What follows belongs to an exercise in optimizing a design on an open flow for a short achievable clock period and few clock cycles; a production flow would make more cautious choices. RTL that was checked went through simulation tests only; none was proved equivalent to the original. The RTL of run 1 was laid out without a check of its function. Power and IR drop assume default switching activity.

==> flow/design.v <==
module RV32I(clk,rst,imem_addr,imem_rdata,dmem_addr,dmem_wdata,dmem_size,dmem_we,dmem_rdata);
input clk,rst;
input[31:0] imem_rdata,dmem_rdata;
output[31:0] imem_addr,dmem_addr,dmem_wdata;
output[1:0] dmem_size;
output dmem_we;
reg [31:0] pc_f;
reg        v_d;
reg [31:0] ir_d, pc_d;
reg        rw_e, st_e, ld_e, br_e;
reg [4:0]  rd_e;
reg [2:0]  f3_e;
reg [31:0] opa_e, opb_e, sd_e, tgt_e;
reg        fa_m, fa_w, fb_m, fb_w, fs_m, fs_w;
reg        s_add, s_sub, s_sll, s_slt, s_sltu, s_xor, s_srl, s_or, s_and;
reg        rw_m, ld_m, we_m;
reg [4:0]  rd_m;
reg [2:0]  f3_m;
reg [1:0]  size_m;
reg [31:0] res_m, sd_m;
reg        rw_w;
reg [4:0]  rd_w;
reg [31:0] res_w;
reg [31:0] rf [1:31];
wire [6:0] op  = ir_d[6:0];
wire [2:0] f3  = ir_d[14:12];
wire [4:0] rs1 = ir_d[19:15];
wire [4:0] rs2 = ir_d[24:20];
wire [4:0] rd  = ir_d[11:7];
wire is_r   = op == 7'b0110011;
wire is_i   = op == 7'b0010011;
wire is_ld  = op == 7'b0000011;
wire is_st  = op == 7'b0100011;
wire is_br  = op == 7'b1100011;
wire is_jal = op == 7'b1101111;
wire is_lui = op == 7'b0110111;
wire br_same = is_br & (rs1 == rs2);
wire br_cond = is_br & ~br_same;
wire use1 = is_r | is_i | is_ld | is_st | br_cond;
wire use2 = is_r | br_cond;
wire rw_d = (is_r | is_i | is_ld | is_jal | is_lui) & (rd != 5'd0);
wire [31:0] imm_i = {{20{ir_d[31]}}, ir_d[31:20]};
wire [31:0] imm_s = {{20{ir_d[31]}}, ir_d[31:25], ir_d[11:7]};
wire [31:0] imm_b = {{19{ir_d[31]}}, ir_d[31], ir_d[7], ir_d[30:25], ir_d[11:8], 1'b0};
wire [31:0] imm_j = {{11{ir_d[31]}}, ir_d[31], ir_d[19:12], ir_d[20], ir_d[30:21], 1'b0};
wire [31:0] imm_u = {ir_d[31:12], 12'b0};
wire [31:0] tgt_d = pc_d + (is_jal ? imm_j : imm_b);
wire [31:0] rf1 = (rs1 == 5'd0) ? 32'd0 : rf[rs1];
wire [31:0] rf2 = (rs2 == 5'd0) ? 32'd0 : rf[rs2];
wire [31:0] rv1 = (rw_w && rd_w == rs1) ? res_w : rf1;
wire [31:0] rv2 = (rw_w && rd_w == rs2) ? res_w : rf2;
wire [31:0] opa_d = is_jal ? pc_d : is_lui ? 32'd0 : rv1;
wire [31:0] opb_d = is_jal ? 32'd4 : is_lui ? imm_u : is_st ? imm_s :
                    (is_i | is_ld) ? imm_i : rv2;
wire alu_rr = is_r | is_i;
wire d_add  = is_ld | is_st | is_jal | is_lui | (alu_rr & f3 == 3'd0 & ~(is_r & ir_d[30]));
wire d_sub  = is_r & f3 == 3'd0 & ir_d[30];
wire d_fa_m = use1 & rw_e & (rd_e == rs1);
wire d_fa_w = use1 & rw_m & (rd_m == rs1);
wire d_fb_m = use2 & rw_e & (rd_e == rs2);
wire d_fb_w = use2 & rw_m & (rd_m == rs2);
wire d_fs_m = is_st & rw_e & (rd_e == rs2);
wire d_fs_w = is_st & rw_m & (rd_m == rs2);
wire redir_e;
wire stall   = v_d & ld_e & rw_e & ((use1 & rd_e == rs1) | (use2 & rd_e == rs2));
wire redir_d = v_d & (is_jal | br_same) & ~redir_e;
wire bubble  = redir_e | stall | ~v_d;
assign imem_addr = pc_f;
always @(posedge clk or posedge rst) begin
	if (rst) begin
		pc_f <= 32'd0;
		v_d  <= 1'b0;
	end else if (redir_e) begin
		pc_f <= tgt_e;
		v_d  <= 1'b0;
	end else if (!stall) begin
		pc_f <= redir_d ? tgt_d : pc_f + 32'd4;
		v_d  <= ~redir_d;
	end
end
always @(posedge clk) begin
	if (!stall) begin
		ir_d <= imem_rdata;
		pc_d <= pc_f;
	end
end
always @(posedge clk or posedge rst) begin
	if (rst) begin
		rw_e <= 1'b0; st_e <= 1'b0; ld_e <= 1'b0; br_e <= 1'b0;
	end else begin
		rw_e <= ~bubble & rw_d;
		st_e <= ~bubble & is_st;
		ld_e <= ~bubble & is_ld;
		br_e <= ~bubble & br_cond;
	end
end
always @(posedge clk) begin
	rd_e  <= rd;
	f3_e  <= f3;
	opa_e <= opa_d;
	opb_e <= opb_d;
	sd_e  <= rv2;
	tgt_e <= tgt_d;
	fa_m  <= d_fa_m;
	fa_w  <= ~d_fa_m & d_fa_w;
	fb_m  <= d_fb_m;
	fb_w  <= ~d_fb_m & d_fb_w;
	fs_m  <= d_fs_m;
	fs_w  <= ~d_fs_m & d_fs_w;
	s_add  <= d_add;
	s_sub  <= d_sub;
	s_sll  <= alu_rr & f3 == 3'd1;
	s_slt  <= alu_rr & f3 == 3'd2;
	s_sltu <= alu_rr & f3 == 3'd3;
	s_xor  <= alu_rr & f3 == 3'd4;
	s_srl  <= alu_rr & f3 == 3'd5;
	s_or   <= alu_rr & f3 == 3'd6;
	s_and  <= alu_rr & f3 == 3'd7;
end
wire [31:0] resm_fin;
wire [31:0] A  = fa_m ? res_m : fa_w ? res_w : opa_e;
wire [31:0] B  = fb_m ? res_m : fb_w ? res_w : opb_e;
wire [31:0] SD = fs_m ? resm_fin : fs_w ? res_w : sd_e;
assign redir_e = br_e & (A == B);
wire [31:0] sum  = A + B;
wire [31:0] diff = A - B;
wire        lt   = $signed(A) < $signed(B);
wire        ltu  = B < A;
wire [31:0] shl  = A << B[4:0];
wire [31:0] shr  = A >> B[4:0];
wire [31:0] res_e = ({32{s_add}}  & sum)  |
                    ({32{s_sub}}  & diff) |
                    ({32{s_sll}}  & shl)  |
                    ({32{s_slt}}  & {31'd0, lt})  |
                    ({32{s_sltu}} & {31'd0, ltu}) |
                    ({32{s_xor}}  & (A ^ B)) |
                    ({32{s_srl}}  & shr)  |
                    ({32{s_or}}   & (A | B)) |
                    ({32{s_and}}  & (A & B));
always @(posedge clk or posedge rst) begin
	if (rst) begin
		rw_m <= 1'b0; ld_m <= 1'b0; we_m <= 1'b0;
	end else begin
		rw_m <= rw_e;
		ld_m <= ld_e;
		we_m <= st_e;
	end
end
always @(posedge clk) begin
	rd_m  <= rd_e;
	f3_m  <= f3_e;
	size_m <= (f3_e == 3'd0) ? 2'd1 : (f3_e == 3'd1) ? 2'd2 : 2'd3;
	res_m <= res_e;
	sd_m  <= SD;
end
assign dmem_addr  = res_m;
assign dmem_wdata = sd_m;
assign dmem_size  = size_m;
assign dmem_we    = we_m;
wire [31:0] ldv = (f3_m == 3'd0) ? {{24{dmem_rdata[7]}}, dmem_rdata[7:0]} :
                  (f3_m == 3'd1) ? {{16{dmem_rdata[15]}}, dmem_rdata[15:0]} :
                  dmem_rdata;
assign resm_fin = ld_m ? ldv : res_m;
always @(posedge clk or posedge rst) begin
	if (rst) rw_w <= 1'b0;
	else     rw_w <= rw_m;
end
always @(posedge clk) begin
	rd_w  <= rd_m;
	res_w <= resm_fin;
end
always @(posedge clk) begin
	if (rw_w) rf[rd_w] <= res_w;
end
endmodule
==> flow/run.sh <==
#!/bin/bash
# synth_recipe.tcl (not shown) runs the flow's synth.tcl, then flattens the netlist and writes it again
# the make line also repeats each setting of config.mk as NAME=value (left out here)
make -C /OpenROAD-flow-scripts/flow DESIGN_CONFIG=/design/flow/config.mk WORK_HOME=/design/flow/orfs CLKGATE_MAP_FILE= SYNTH_SCRIPT=/design/flow/synth_recipe.tcl finish
==> flow/config.mk <==
export PLATFORM = sky130hd
export DESIGN_NAME = RV32I
export DESIGN_NICKNAME = RV32I
export VERILOG_FILES = /design/flow/design.v
export SDC_FILE = /design/flow/constraint.sdc
export NUM_CORES = 4
export LEC_CHECK = 0
export ABC_CLOCK_PERIOD_IN_PS = 2500
export CAP_MARGIN = 20
export CORE_MARGIN = 2
export CORE_UTILIZATION = 40
export SETUP_SLACK_MARGIN = 5
export SLEW_MARGIN = 20
==> flow/constraint.sdc <==
create_clock -name core_clock -period 9.0 [get_ports {clk}]
set_input_delay 1.8000 -clock core_clock [delete_from_list [all_inputs] [get_ports {clk}]]
set_output_delay 1.8000 -clock core_clock [all_outputs]
set_load 0.01 [all_outputs]
==> results.cfg, run 1 <==
[sta]
rsz0062_at_grt = true
period_minus_slack_ns = 4.08
maxSlewHeadroom_pct = 25.0
period_share_pct = 45.4
tns_ns = 0
hold_violations = 0
tightest_slew_ns = 1.13
maxSlewViolCount = 0
finClkSkew_ns = 0.0442
max_freq_mhz = 245
setup_viol = 0

[die]
num_rows = 153
coreArea_um2 = 174000
chipHeight_um = 423
ios = 165
start_util_pct = 40.3
die_area_um2 = 179000
dieWidth_um = 423

[clock_network]
hold_buffers = 0
htreeDepth = 4
cts_buffers = 151
cts-root-buf = clkbuf_16
cts.sink_count = 1369
path_clk_slew_ns = 0.06
cts_tree = yes
cts.path.max_buffers = 3
clk_latency_ns = 0.82

[pwr]
ir_worst_vdd_mv = 0.144
power_density_nw_per_um2 = 216
leakage_uw = 0.0280
totalPowerFinal_uw = 17600

[yosys]
ys.flop_type = edfxtp_1
synth_area_leader_cell = edfxtp_1
synthCells = 5079
yosysUniqueCellTypes = 107
synth_seq_area_share_pct = 54.5
synth_edf_count = 1056
synthTopCellsByCount = edfxtp_1, mux4_2, nand2_1
ys_warn_count = 1
synth_top_area_share_pct = 45.2
syn_area_um2 = 70100
syn_area_per_cell_um2 = 13.8
ys_top_cells_by_area = edfxtp_1, mux4_2, dfxtp_1, mux2i_1, ha_1
async_flop_share_pct = 2.99
synth_most_common_cell = edfxtp_1
ys_ff_latch = 1369
synth_fp_nets = 5288

[setup_path]
crit_path_frequent_cell = a21oi_2
cp_max_fo = 5
r2r_slack_ns = 4.92
critPathTopFamily = compound AO/OA/AOI/OAI gates
worstPathCellList = nor2b_2 -> nand4_1 -> nor2_4 -> buf_8 -> mux2_4 -> ha_4 -> fa_2 -> a21oi_2 -> o211ai_1 -> o2111ai_2 -> a31o_4 -> a211oi_4 -> o41ai_4 -> buf_6 -> o21ai_2 -> or3_1 -> a21oi_2 -> o32a_1
crit_path_start_kind = register
cp.arrival_ns = 4.84
path_class = register to register
worst_path_largest_cell_delay_ns = 0.46
cp-end-kind = register
path_buf_inv = 2
cp.required_ns = 9.75
slowest_stage = edfxtp_1

[global_routing]
grt_pass1_vias = 47700
grt_pass1_wl_um = 353000
grt_max_degree = 127
antenna_found_initial = 12
grt_remaining_overflow = 0
grtUsageTotal_pct = 27.4

[detailed_routing]
post-route-drc-count = 0
vias = 48919
drtIter0Drc = 6561
vias_per_cell = 6.34
routedWlPerCell_um = 32.5
first_pass_iters = 6
antenna_left = 0
totalWireLength_um = 251000

[min_path]
min-delay-path-class = register to register

[run_status]
outcome = timing/DRC/antenna clean

[place]
gp_congestion = 0.970
port_buffers = 164
place_hpwl_um = 159000

[layout]
syn2layout_area_growth_pct = 16.2
drive_gt1_share_pct = 24.2
fin_nets = 5482

[run]
maxCapViolCount = 0
## routing by layer
metal  wire, um  up-vias  track usage [%]
li1           -    20346                -
met2     119000     2767             44.1
met5         59        -                0
met3      22300      608             5.05
met1      94900    25190             35.5
met4      15000        8             14.1
## state kept, by name (all words and copies together) (netlist names), 32 cells and up, named ones only
signal / cells
rf: 992
tgt_e: 32
sd_m: 32
res_m: 32
pc_f: 32
opa_e: 32
opb_e: 32
sd_e: 32
ir_d: 32
pc_d: 32
res_w: 32
## through the flow
stage	hold slack (ns)	util (%)	cell area [um^2]	setup slack, ns	cells
after floorplan	0.331	-	70100	4.94	5079
after global placement	0.340	42.7	74300	3.51	7327
after detailed placement	0.338	42.7	74400	3.76	7328
after CTS	0.345	46.3	80500	4.92	7673
after global routing	0.344	46.8	81400	4.80	7717
final	0.337	46.8	81400	4.92	7719
## cell usage in the layout (no fill, tap or decap), types with 15 or more instances in the layout
cell type        count
o21ai_1             31
inv_1              109
o221ai_1            17
ha_1               114
o22ai_1             36
clkbuf_16          156
o21ai_0            226
clkinv_2            28
clkbuf_1            34
edfxtp_1          1056
nand4_1             15
o21a_2              20
xor2_1              38
nor2_1             337
o211ai_1            40
mux2i_1            291
nand3_1             46
mux4_2             559
xnor2_1             29
buf_4              192
buf_12              16
dfxtp_4             21
nor3_1              35
a21oi_1            313
nor2_4              34
a21o_1              56
a211oi_1            83
clkinv_1            19
o21a_1              39
o21bai_1            31
a31oi_1             16
ha_4                16
dfrtp_1             41
dfxtp_1            247
clkdlybuf4s50_1    164
inv_2               16
a221oi_1            15
nand2_1            405
buf_6               22
## path summary, 6_finish.rpt
| path | end | from | cells after the start |
|---|---|---|---|
| hold / removal | we_m$_DFF_PP0_ | st_e$_DFF_PP0_ | 0 |
| hold reg to reg | we_m$_DFF_PP0_ | st_e$_DFF_PP0_ | 0 |
| setup / recovery | pc_f[31]$_DFFE_PP0P_ | ir_d[4]$_DFFE_PN_ | 18 |
| max in group asynchronous | rw_m$_DFF_PP0_ | rst | 3 |
| min in group asynchronous | pc_f[1]$_DFFE_PP0P_ | rst | 3 |
| setup reg to reg | pc_f[31]$_DFFE_PP0P_ | ir_d[4]$_DFFE_PN_ | 18 |
## cells by family after synthesis
logic type,share of synthesized area [%]
buf+inv,3.10
fa+ha+maj,2.59
flops,54.5
mux,22.7
xor+xnor,0.862
compound gates,9.99
simple gates,6.28
## cell type report
type                       count  area, um^2
antenna                        3        7.51
clock buffer                 196        4100
clock inverter                75         726
fill                       15051       92600
inverter                     130         517
multi-input combinational   3211       30900
sequential                  1369       38300
tap                         2325        2910
timing repair buffer         408        4010
timing repair inverter         2        17.5
## what timing repair did
item | in CTS | in global routing
buffers inserted | 65 | 41
resized for setup | 132 | 101
setup endpoints to repair | 129 | 56
pin swaps | 42 | 49
gates cloned | 9 | 2
## power by group
| group | switching [uW] | internal, uW | leakage (uW) |
|---|---|---|---|
| logic | 2220 | 1400 | 0.0131 |
| clock network | 2630 | 3470 | 0.00237 |
| registers | 451 | 7380 | 0.0125 |
| total | 5300 | 12200 | 0.0280 |
==> run 2: changes to the inputs <==
--- a/flow/design.v
+++ b/flow/design.v
@@ -7,4 +7,9 @@
 reg [31:0] pc_f;
-reg        v_d;
+reg        v_d, p_d;
 reg [31:0] ir_d, pc_d;
+localparam NB = 8;
+reg [NB-1:0] bv;
+reg [29:0]   btag [0:NB-1];
+reg [31:0]   btgt [0:NB-1];
+reg [2:0]    bptr;
 reg        rw_e, st_e, ld_e, br_e;
@@ -65,5 +70,18 @@
 wire stall   = v_d & ld_e & rw_e & ((use1 & rd_e == rs1) | (use2 & rd_e == rs2));
-wire redir_d = v_d & (is_jal | br_same) & ~redir_e;
+wire jmp_d   = is_jal | br_same;
+wire redir_d = v_d & (jmp_d ^ p_d) & ~redir_e;
+wire learn_d = v_d & jmp_d & ~p_d & ~redir_e;
 wire bubble  = redir_e | stall | ~v_d;
 assign imem_addr = pc_f;
+reg [NB-1:0] bhit;
+reg [31:0]   bt_f;
+integer k;
+always @(*) begin
+	bt_f = 32'd0;
+	for (k = 0; k < NB; k = k + 1) begin
+		bhit[k] = bv[k] & (btag[k] == pc_f[31:2]);
+		bt_f = bt_f | ({32{bhit[k]}} & btgt[k]);
+	end
+end
+wire hit_f = |bhit;
 always @(posedge clk or posedge rst) begin
@@ -72,2 +90,3 @@
 		v_d  <= 1'b0;
+		p_d  <= 1'b0;
 	end else if (redir_e) begin
@@ -75,5 +94,22 @@
 		v_d  <= 1'b0;
+		p_d  <= 1'b0;
 	end else if (!stall) begin
-		pc_f <= redir_d ? tgt_d : pc_f + 32'd4;
+		pc_f <= redir_d ? (jmp_d ? tgt_d : pc_d + 32'd4) : hit_f ? bt_f : pc_f + 32'd4;
 		v_d  <= ~redir_d;
+		p_d  <= ~redir_d & hit_f;
+	end
+end
+always @(posedge clk or posedge rst) begin
+	if (rst) begin
+		bv   <= {NB{1'b0}};
+		bptr <= 3'd0;
+	end else if (learn_d) begin
+		bv[bptr] <= 1'b1;
+		bptr     <= bptr + 3'd1;
+	end
+end
+always @(posedge clk) begin
+	if (learn_d) begin
+		btag[bptr] <= pc_d[31:2];
+		btgt[bptr] <= tgt_d;
 	end
==> results.cfg, run 2 <==
[run_status]
outcome = timing/DRC/antenna clean

[run]
maxCapViolCount = 0

[detailed_routing]
first_pass_iters = 9
totalWireLength_um = 332000
drtIter0Drc = 8815
vias_per_cell = 6.33
vias = 62126
routedWlPerCell_um = 33.8
post-route-drc-count = 0
antenna_left = 0

[global_routing]
grt_pass1_wl_um = 460000
antenna_found_initial = 28
grtUsageTotal_pct = 28.2
grt_remaining_overflow = 0
grt_max_degree = 122
grt_pass1_vias = 60272

[yosys]
synth_fp_nets = 6556
ys_top_cells_by_area = edfxtp_1, mux4_2, dfxtp_1, mux2i_1, xnor2_1
synth_seq_area_share_pct = 59.1
synthTopCellsByCount = edfxtp_1, mux4_2, nor2_1
syn_area_per_cell_um2 = 14.2
synth_top_area_share_pct = 51.6
synth_xor_area_share_pct = 3.59
synth_mux_area_share_pct = 17.5
synth_area_leader_cell = edfxtp_1
ys_warn_count = 1
synth_compound_area_share_pct = 8.68
yosys.area_share.simple_pct = 6.39
synthAdderAreaFrac_pct = 2.06
yosysUniqueCellTypes = 92
synth_top_family_by_area = multiplexers
ys.flop_type = edfxtp_1
synthCells = 6343
synth_edf_count = 1552
ys_ff_latch = 1877
synth_most_common_cell = edfxtp_1
syn_area_um2 = 90200
async_flop_share_pct = 2.82

[pwr]
p_comb_share_pct = 19.3
leakage_uw = 0.0365
clkPwrFrac_pct = 34.8
switchingPower_uw = 6830
p_int_uw = 16200
switching_share_pct = 29.7
ir_worst_vdd_mv = 0.184
power_density_nw_per_um2 = 216
p_seq_share_pct = 45.9

[setup_path]
crit_path_start_kind = register
cp.required_ns = 9.53
cp_max_fo = 5
cp.arrival_ns = 4.92
r2r-start = ir_d[4]$_DFFE_PN_
path_class = register to register
cp-end-kind = register
crit_start = ir_d[4]$_DFFE_PN_

[sta]
finClkSkew_ns = 0.0869
setup_viol = 0
maxSlewHeadroom_pct = 17.3
maxSlewViolCount = 0
period_minus_slack_ns = 4.40
tns_ns = 0
max_freq_mhz = 227
tightest_slew_ns = 1.24
rsz0062_at_grt = true
period_share_pct = 48.9
hold_violations = 0

[die]
chipHeight_um = 479
die_area_um2 = 229000
ios = 165
start_util_pct = 40.2
num_rows = 174
dieWidth_um = 479
coreArea_um2 = 224000

[min_path]
min-delay-path-class = register to register
worstHoldStart = st_e$_DFF_PP0_

[clock_network]
cts.path.max_buffers = 3
hold_buffers = 0
cts_tree = yes
path_clk_slew_ns = 0.06
clk_latency_ns = 0.86
htreeDepth = 4
cts-root-buf = clkbuf_16
cts.sink_count = 1877
cts_buffers = 193

[place]
gp_congestion = 0.986
dpl_cell_area_um2 = 96000
place_hpwl_um = 203000
port_buffers = 164

[layout]
top_register = rf
fin_nets = 6875
multiInputGateArea_um2 = 36500
mostFrequentLayoutCell = edfxtp_1
syn2layout_area_growth_pct = 18.1
stdcell_area_um2 = 107000
drive_gt1_share_pct = 23.8
largest_register_ffs = 992
layout_common_cells = edfxtp_1, mux4_2, nand2_1
seq_area_um2 = 53600
nFillCells = 19163
largestRegisters = rf (992), btgt (256), btag (240)
[run 2: changes by cell type after synthesis, sizes merged, moves of 21 or more]
| cell | change |
|---|---|
| edfxtp | +496 |
| nand4 | +60 |
| nand3 | +47 |
| xor2 | +83 |
| o21ai | +21 |
| xnor2 | +218 |
| nor3 | +27 |
| clkbuf | +91 |
| a22oi | +31 |
| nor2 | +55 |
| a222oi | +64 |
[run 2: through the flow]
step | utilization [%] | hold WS [ns] | instances | total power [uW] | setup WS, ns
floorplan | - | 0.331 | 6343 | 12700 | 4.40
global placement | 42.7 | 0.340 | 9236 | 14400 | 3.23
detailed placement | 42.8 | 0.343 | 9237 | 14400 | 3.13
CTS | 46.9 | 0.357 | 9743 | 22800 | 4.56
global route | 47.5 | 0.366 | 9819 | 23700 | 4.50
finish | 47.5 | 0.355 | 9821 | 23000 | 4.60
[run 2: final timing paths]
kind,to,slack (ns),cells past startpoint
max,btgt[3][31]$_DFFE_PP_,4.60,17
min,we_m$_DFF_PP0_,0.36,0
max reg2reg,btgt[3][31]$_DFFE_PP_,4.60,17
min reg2reg,we_m$_DFF_PP0_,0.36,0
max in group asynchronous,pc_f[7]$_DFFE_PP0P_,6.81,3
min in group asynchronous,p_d$_DFFE_PP0P_,1.55,3
[run 2: routing by layer]
metal  vias up  wire length [um]  global-route usage (%)
li1      25466                 -                       -
met1     31994            127000                    37.9
met2      3846            150000                    43.9
met3       814             36500                    6.42
met4         6             17700                    12.4
met5         -                34                       0
[run 2: power groups by stage]
stage | clock, uW | combinational (uW) | sequential (uW)
6_report | 8010 | 4450 | 10600
2_1_floorplan | 0 | 2190 | 10500
5_1_grt | 8430 | 4640 | 10600
4_1_cts | 8090 | 4140 | 10500
3_3_place_gp | 0 | 3630 | 10800
3_5_place_dp | 0 | 3630 | 10800
[run 2: cells by family after synthesis]
family / Yosys count
AOI/OAI and AO/OA: 1213
xor gates and xnor gates: 370
adders and majority gates: 147
buffers and inverters: 581
DFF: 1877
muxes: 884
and+or+nand+nor: 1271
[run 2: critical path, stage by stage (launching register included)]
cell and delay, ns:
edfxtp_1 0.41, nand2b_4 0.18, or2_4 0.25, nor2_4 0.14
mux2_4 0.33, ha_4 0.17, fa_2 0.37, a211oi_2 0.23
o21a_1 0.19, nor2_2 0.06, a221o_1 0.40, a211oi_4 0.22
buf_6 0.17, o31ai_4 0.06, a211o_1 0.25, a21oi_2 0.17
xor2_2 0.29, xnor2_2 0.17
[run 2: final cells by class]
type                            instances  share of cell area [%]
Multi-Input combinational cell       3891                    34.2
Timing Repair Buffer                  568                    5.56
Tap cell                             2992                    3.51
Timing Repair inverter                  1                 0.00822
Inverter                              130                   0.481
Sequential cell                      1877                    50.3
Antenna cell                            2                 0.00470
Clock buffer                          248                    4.96
Clock inverter                        112                   0.984
[run 2: repair_timing]
item                                    in CTS  in global routing
gates cloned                                21                  3
setup buffers                              125                 72
resized for setup                          314                115
endpoints found under the setup margin     788                467
pin swaps                                   60                 80
Testbench counts of run 2, summed over its fixed seeds: cycles 26,761.
==> run 3: changes to the inputs <==
--- a/flow/design.v
+++ b/flow/design.v
@@ -18,3 +18,3 @@
 reg [31:0] opa_e, opb_e, sd_e, tgt_e;
-reg        fa_m, fa_w, fb_m, fb_w, fs_m, fs_w;
+reg        fs_e;
 reg        s_add, s_sub, s_sll, s_slt, s_sltu, s_xor, s_srl, s_or, s_and;
@@ -51,3 +51,5 @@
 wire [31:0] imm_u = {ir_d[31:12], 12'b0};
-wire [31:0] tgt_d = pc_d + (is_jal ? imm_j : imm_b);
+wire [31:0] tgt_j = pc_d + imm_j;
+wire [31:0] tgt_b = pc_d + imm_b;
+wire [31:0] tgt_d = is_jal ? tgt_j : tgt_b;
 wire [31:0] rf1 = (rs1 == 5'd0) ? 32'd0 : rf[rs1];
@@ -56,5 +58,12 @@
 wire [31:0] rv2 = (rw_w && rd_w == rs2) ? res_w : rf2;
-wire [31:0] opa_d = is_jal ? pc_d : is_lui ? 32'd0 : rv1;
+wire [31:0] res_e, resm_fin;
+wire f1e = rw_e & (rd_e == rs1);
+wire f1m = ~f1e & rw_m & (rd_m == rs1);
+wire f2e = rw_e & (rd_e == rs2);
+wire f2m = ~f2e & rw_m & (rd_m == rs2);
+wire [31:0] src1 = f1e ? res_e : f1m ? resm_fin : rv1;
+wire [31:0] src2 = f2e ? res_e : f2m ? resm_fin : rv2;
+wire [31:0] opa_d = is_jal ? pc_d : is_lui ? 32'd0 : src1;
 wire [31:0] opb_d = is_jal ? 32'd4 : is_lui ? imm_u : is_st ? imm_s :
-                    (is_i | is_ld) ? imm_i : rv2;
+                    (is_i | is_ld) ? imm_i : src2;
 wire alu_rr = is_r | is_i;
@@ -62,8 +71,3 @@
 wire d_sub  = is_r & f3 == 3'd0 & ir_d[30];
-wire d_fa_m = use1 & rw_e & (rd_e == rs1);
-wire d_fa_w = use1 & rw_m & (rd_m == rs1);
-wire d_fb_m = use2 & rw_e & (rd_e == rs2);
-wire d_fb_w = use2 & rw_m & (rd_m == rs2);
-wire d_fs_m = is_st & rw_e & (rd_e == rs2);
-wire d_fs_w = is_st & rw_m & (rd_m == rs2);
+wire d_fs = is_st & ld_e & rw_e & (rd_e == rs2);
 wire redir_e;
@@ -72,3 +76,3 @@
 wire redir_d = v_d & (jmp_d ^ p_d) & ~redir_e;
-wire learn_d = v_d & jmp_d & ~p_d & ~redir_e;
+wire learn_d = v_d & jmp_d & ~p_d;
 wire bubble  = redir_e | stall | ~v_d;
@@ -137,10 +141,5 @@
 	opb_e <= opb_d;
-	sd_e  <= rv2;
-	tgt_e <= tgt_d;
-	fa_m  <= d_fa_m;
-	fa_w  <= ~d_fa_m & d_fa_w;
-	fb_m  <= d_fb_m;
-	fb_w  <= ~d_fb_m & d_fb_w;
-	fs_m  <= d_fs_m;
-	fs_w  <= ~d_fs_m & d_fs_w;
+	sd_e  <= src2;
+	tgt_e <= tgt_b;
+	fs_e  <= d_fs;
 	s_add  <= d_add;
@@ -155,6 +154,4 @@
 end
-wire [31:0] resm_fin;
-wire [31:0] A  = fa_m ? res_m : fa_w ? res_w : opa_e;
-wire [31:0] B  = fb_m ? res_m : fb_w ? res_w : opb_e;
-wire [31:0] SD = fs_m ? resm_fin : fs_w ? res_w : sd_e;
+wire [31:0] A  = opa_e;
+wire [31:0] B  = opb_e;
 assign redir_e = br_e & (A == B);
@@ -166,3 +163,3 @@
 wire [31:0] shr  = A >> B[4:0];
-wire [31:0] res_e = ({32{s_add}}  & sum)  |
+assign res_e = ({32{s_add}}  & sum)  |
                     ({32{s_sub}}  & diff) |
@@ -189,3 +186,2 @@
 	res_m <= res_e;
-	sd_m  <= SD;
 end
@@ -199,2 +195,6 @@
 assign resm_fin = ld_m ? ldv : res_m;
+always @(posedge clk) begin
+	if (fs_e) sd_m <= resm_fin;
+	else      sd_m <= sd_e;
+end
 always @(posedge clk or posedge rst) begin
==> flow/flow/run.sh (new file) <==
#!/bin/bash
set -euo pipefail
bash standard.sh SETUP_SLACK_MARGIN=6 finish > make_finish.log 2>&1
==> flow/standard.sh (new file) <==
#!/bin/bash
# synth_recipe.tcl (not shown) runs the flow's synth.tcl, then flattens the netlist and writes it again
# the make line also repeats each setting of config.mk as NAME=value (left out here)
make -C /OpenROAD-flow-scripts/flow DESIGN_CONFIG=/design/flow/config.mk WORK_HOME=/design/flow/orfs CLKGATE_MAP_FILE= SYNTH_SCRIPT=/design/flow/synth_recipe.tcl "${@:-finish}"
--- a/flow/config.mk
+++ b/flow/config.mk
@@ -11,3 +11,2 @@
 export CORE_UTILIZATION = 40
-export SETUP_SLACK_MARGIN = 5
 export SLEW_MARGIN = 20
removed: flow/run.sh
==> results.cfg, run 3 <==
[clock_network]
path_clk_slew_ns = 0.07
clk_latency_ns = 0.89
cts_tree = yes
htreeDepth = 4
cts-root-buf = clkbuf_16
cts_buffers = 201
hold_buffers = 0
cts.path.max_buffers = 3
cts.sink_count = 1872

[pwr]
switching_share_pct = 31.2
switchingPower_uw = 7900
clkPwrFrac_pct = 32.4
ir_worst_vdd_mv = 0.259
totalPowerFinal_uw = 25300
p_int_uw = 17400
p_seq_share_pct = 41.6
leakage_uw = 0.0413
power_density_nw_per_um2 = 214
p_comb_share_pct = 26.0

[yosys]
synth_most_common_cell = edfxtp_1
ys.flop_type = edfxtp_1
synth_top_area_share_pct = 50.9
synthTopCellsByCount = edfxtp_1, mux4_2, a21oi_1
synth_area_leader_cell = edfxtp_1
synth_top_family_by_area = multiplexers
synthCells = 6365
ys_ff_latch = 1872
syn_area_um2 = 91500
yosys.area_share.simple_pct = 5.92
async_flop_share_pct = 2.83
synthAdderAreaFrac_pct = 2.22
synth_seq_area_share_pct = 58.2
synth_xor_area_share_pct = 3.89
synth_mux_area_share_pct = 17.5
ys_top_cells_by_area = edfxtp_1, mux4_2, dfxtp_1, xnor2_1, a21oi_1
ys_warn_count = 1
synth_compound_area_share_pct = 9.48
yosysUniqueCellTypes = 93
syn_area_per_cell_um2 = 14.4
synth_fp_nets = 6591
synth_edf_count = 1552

[setup_path]
cp_max_fo = 6
crit_path_start_kind = register
cp.required_ns = 9.72
cp-end-kind = register
cp.arrival_ns = 4.31
path_class = register to register

[sta]
maxSlewHeadroom_pct = 19.4
tns_ns = 0
period_share_pct = 39.9
tightest_slew_ns = 1.20
fin_ws_ns = 5.41
maxSlewViolCount = 0
hold_violations = 0
setup_viol = 0
max_freq_mhz = 279
finClkSkew_ns = 0.0783
period_minus_slack_ns = 3.59
rsz0062_at_grt = true

[die]
die_area_um2 = 233000
num_rows = 175
dieWidth_um = 482
start_util_pct = 40.2
ios = 165
coreArea_um2 = 227000
chipHeight_um = 482

[layout]
largestRegisters = rf (992), btgt (256), btag (240)
mostFrequentLayoutCell = edfxtp_1
final_core_util_pct = 52.0
syn2layout_area_growth_pct = 29.2
largest_register_ffs = 992
drive_gt1_share_pct = 37.7
layout_common_cells = edfxtp_1, mux4_2, buf_4
top_register = rf
fin_nets = 7431

[detailed_routing]
vias = 67698
first_pass_iters = 7
post-route-drc-count = 0
drtIter0Drc = 10409
vias_per_cell = 6.51
antenna_left = 0
totalWireLength_um = 374000
routedWlPerCell_um = 36.0

[global_routing]
grt_pass1_vias = 64634
grtUsageTotal_pct = 30.9
grt_max_degree = 57
antenna_found_initial = 28
grt_remaining_overflow = 0
grt_pass1_wl_um = 505000

[place]
gp_congestion = 0.972
port_buffers = 164
place_hpwl_um = 208000
dp_slack_ns = 4.14

[run_status]
outcome = timing/DRC/antenna clean

[run]
maxCapViolCount = 0

[min_path]
min-delay-path-class = register to register
run 3: area by class of cell:
| cell class | instances | area [um^2] |
|---|---|---|
| Clock inverter | 115 | 1160 |
| Antenna cell | 14 | 35.0 |
| Tap cell | 3009 | 3760 |
| Timing Repair inverter | 3 | 33.8 |
| Clock buffer | 260 | 5320 |
| Sequential cell | 1872 | 53600 |
| Fill cell | 18279 | 109000 |
| Timing Repair Buffer | 1079 | 12900 |
| Multi-Input combinational cell | 3887 | 40700 |
| Inverter | 161 | 712 |
run 3: kinds of logic after synthesis:
family	after synthesis
buf+inv	610
mux	828
fa+ha+maj	160
flops	1872
compound gates	1320
simple gates	1168
xor+xnor	407
run 3: worst paths after layout:
kind | startpoint | slack [ns] | cells after the start | to
min in group asynchronous | rst | 1.56 | 3 | bv[6]$_DFFE_PP0P_
setup / recovery | opb_e[0]$_SDFF_PP0_ | 5.41 | 13 | opb_e[2]$_SDFF_PP1_
max in group asynchronous | rst | 6.69 | 3 | pc_f[19]$_DFFE_PP0P_
hold / removal | f3_e[0]$_DFF_P_ | 0.35 | 0 | f3_m[0]$_DFF_P_
setup reg to reg | opb_e[0]$_SDFF_PP0_ | 5.41 | 13 | opb_e[2]$_SDFF_PP1_
hold reg to reg | f3_e[0]$_DFF_P_ | 0.35 | 0 | f3_m[0]$_DFF_P_
run 3: what timing repair did:
action | 4_1_cts | 5_1_grt
pin swaps | 170 | 256
gates resized for setup | 1535 | 452
setup endpoints to repair | 1069 | 901
setup buffers | 454 | 184
gates cloned | 62 | 31
run 3: routing by layer:
| metal | track usage (%) | vias to the layer above | part of all wire, % |
|---|---|---|---|
| met5 | 0 | - | 0.015 |
| met4 | 19.2 | 8 | 8.4 |
| met3 | 7.47 | 1298 | 11 |
| met2 | 48.1 | 4888 | 45 |
| met1 | 38.8 | 34526 | 35 |
| li1 | - | 26978 | - |
run 3: power by group through the flow:
stage	Combinational, uW	Clock, uW	Sequential (uW)
3_3_place_gp	4270	0	10800
4_1_cts	5830	8260	10500
5_1_grt	6760	8630	10500
6_report	6580	8220	10500
2_1_floorplan	2700	0	10500
3_5_place_dp	4280	0	10800
run 3: per-stage QoR:
| step | instances | cell area [um^2] | hold slack [ns] |
|---|---|---|---|
| finish | 10400 | 118000 | 0.346 |
| global route | 10393 | 118000 | 0.351 |
| CTS | 10171 | 114000 | 0.344 |
| detailed placement | 9280 | 97500 | 0.360 |
| global placement | 9279 | 97500 | 0.353 |
| floorplan | 6365 | 92300 | 0.331 |
run 3: worst max-delay path: stages (launching register included):
cell,delay [ns]
dfxtp_4,0.46
buf_12,0.15
buf_8,0.12
buf_16,0.12
buf_4,0.11
mux4_2,0.55
mux2i_2,0.25
mux2i_2,0.13
mux2_4,0.29
a221o_1,0.42
a22o_1,0.32
mux2_4,0.28
a21oi_2,0.13
o21ai_2,0.10
Testbench counts of run 3, summed over its fixed seeds: cycles 26,761.

## what the ideal ports hide
In the flow no input, the clock included, has a driving cell. The finished layouts below were timed again as built, in two steps. Step 1 sets driving cells, clkbuf_16 on the clock port and buf_2 on the other inputs (assumed; they add their load-dependent delay and slew). Step 2, shift: input delay + t, output delay - t, t = (earliest + latest rising clock arrival at the registers) / 2. This alone moves slack from input paths to output paths. a / b / c = ideal / step 1 / step 2; a / b = the first two.
run	t (ns)	setup WS [ns]	hold WS [ns]	clock arrival spread, ns
run 1	0.879	4.915 / 4.915 / 4.915	0.337 / 0.337 / 0.337	0.050 / 0.050
run 2	0.915	4.601 / 4.601 / 4.601	0.355 / 0.355 / 0.355	0.091 / 0.091
run 3	0.952	5.411 / 5.411 / 4.849	0.346 / 0.346 / 0.346	0.078 / 0.078
After both steps every run listed still meets setup and hold. The setup slack of run 3, which loses most, moves by 0.000 ns with the drivers and by -0.562 ns with both steps.
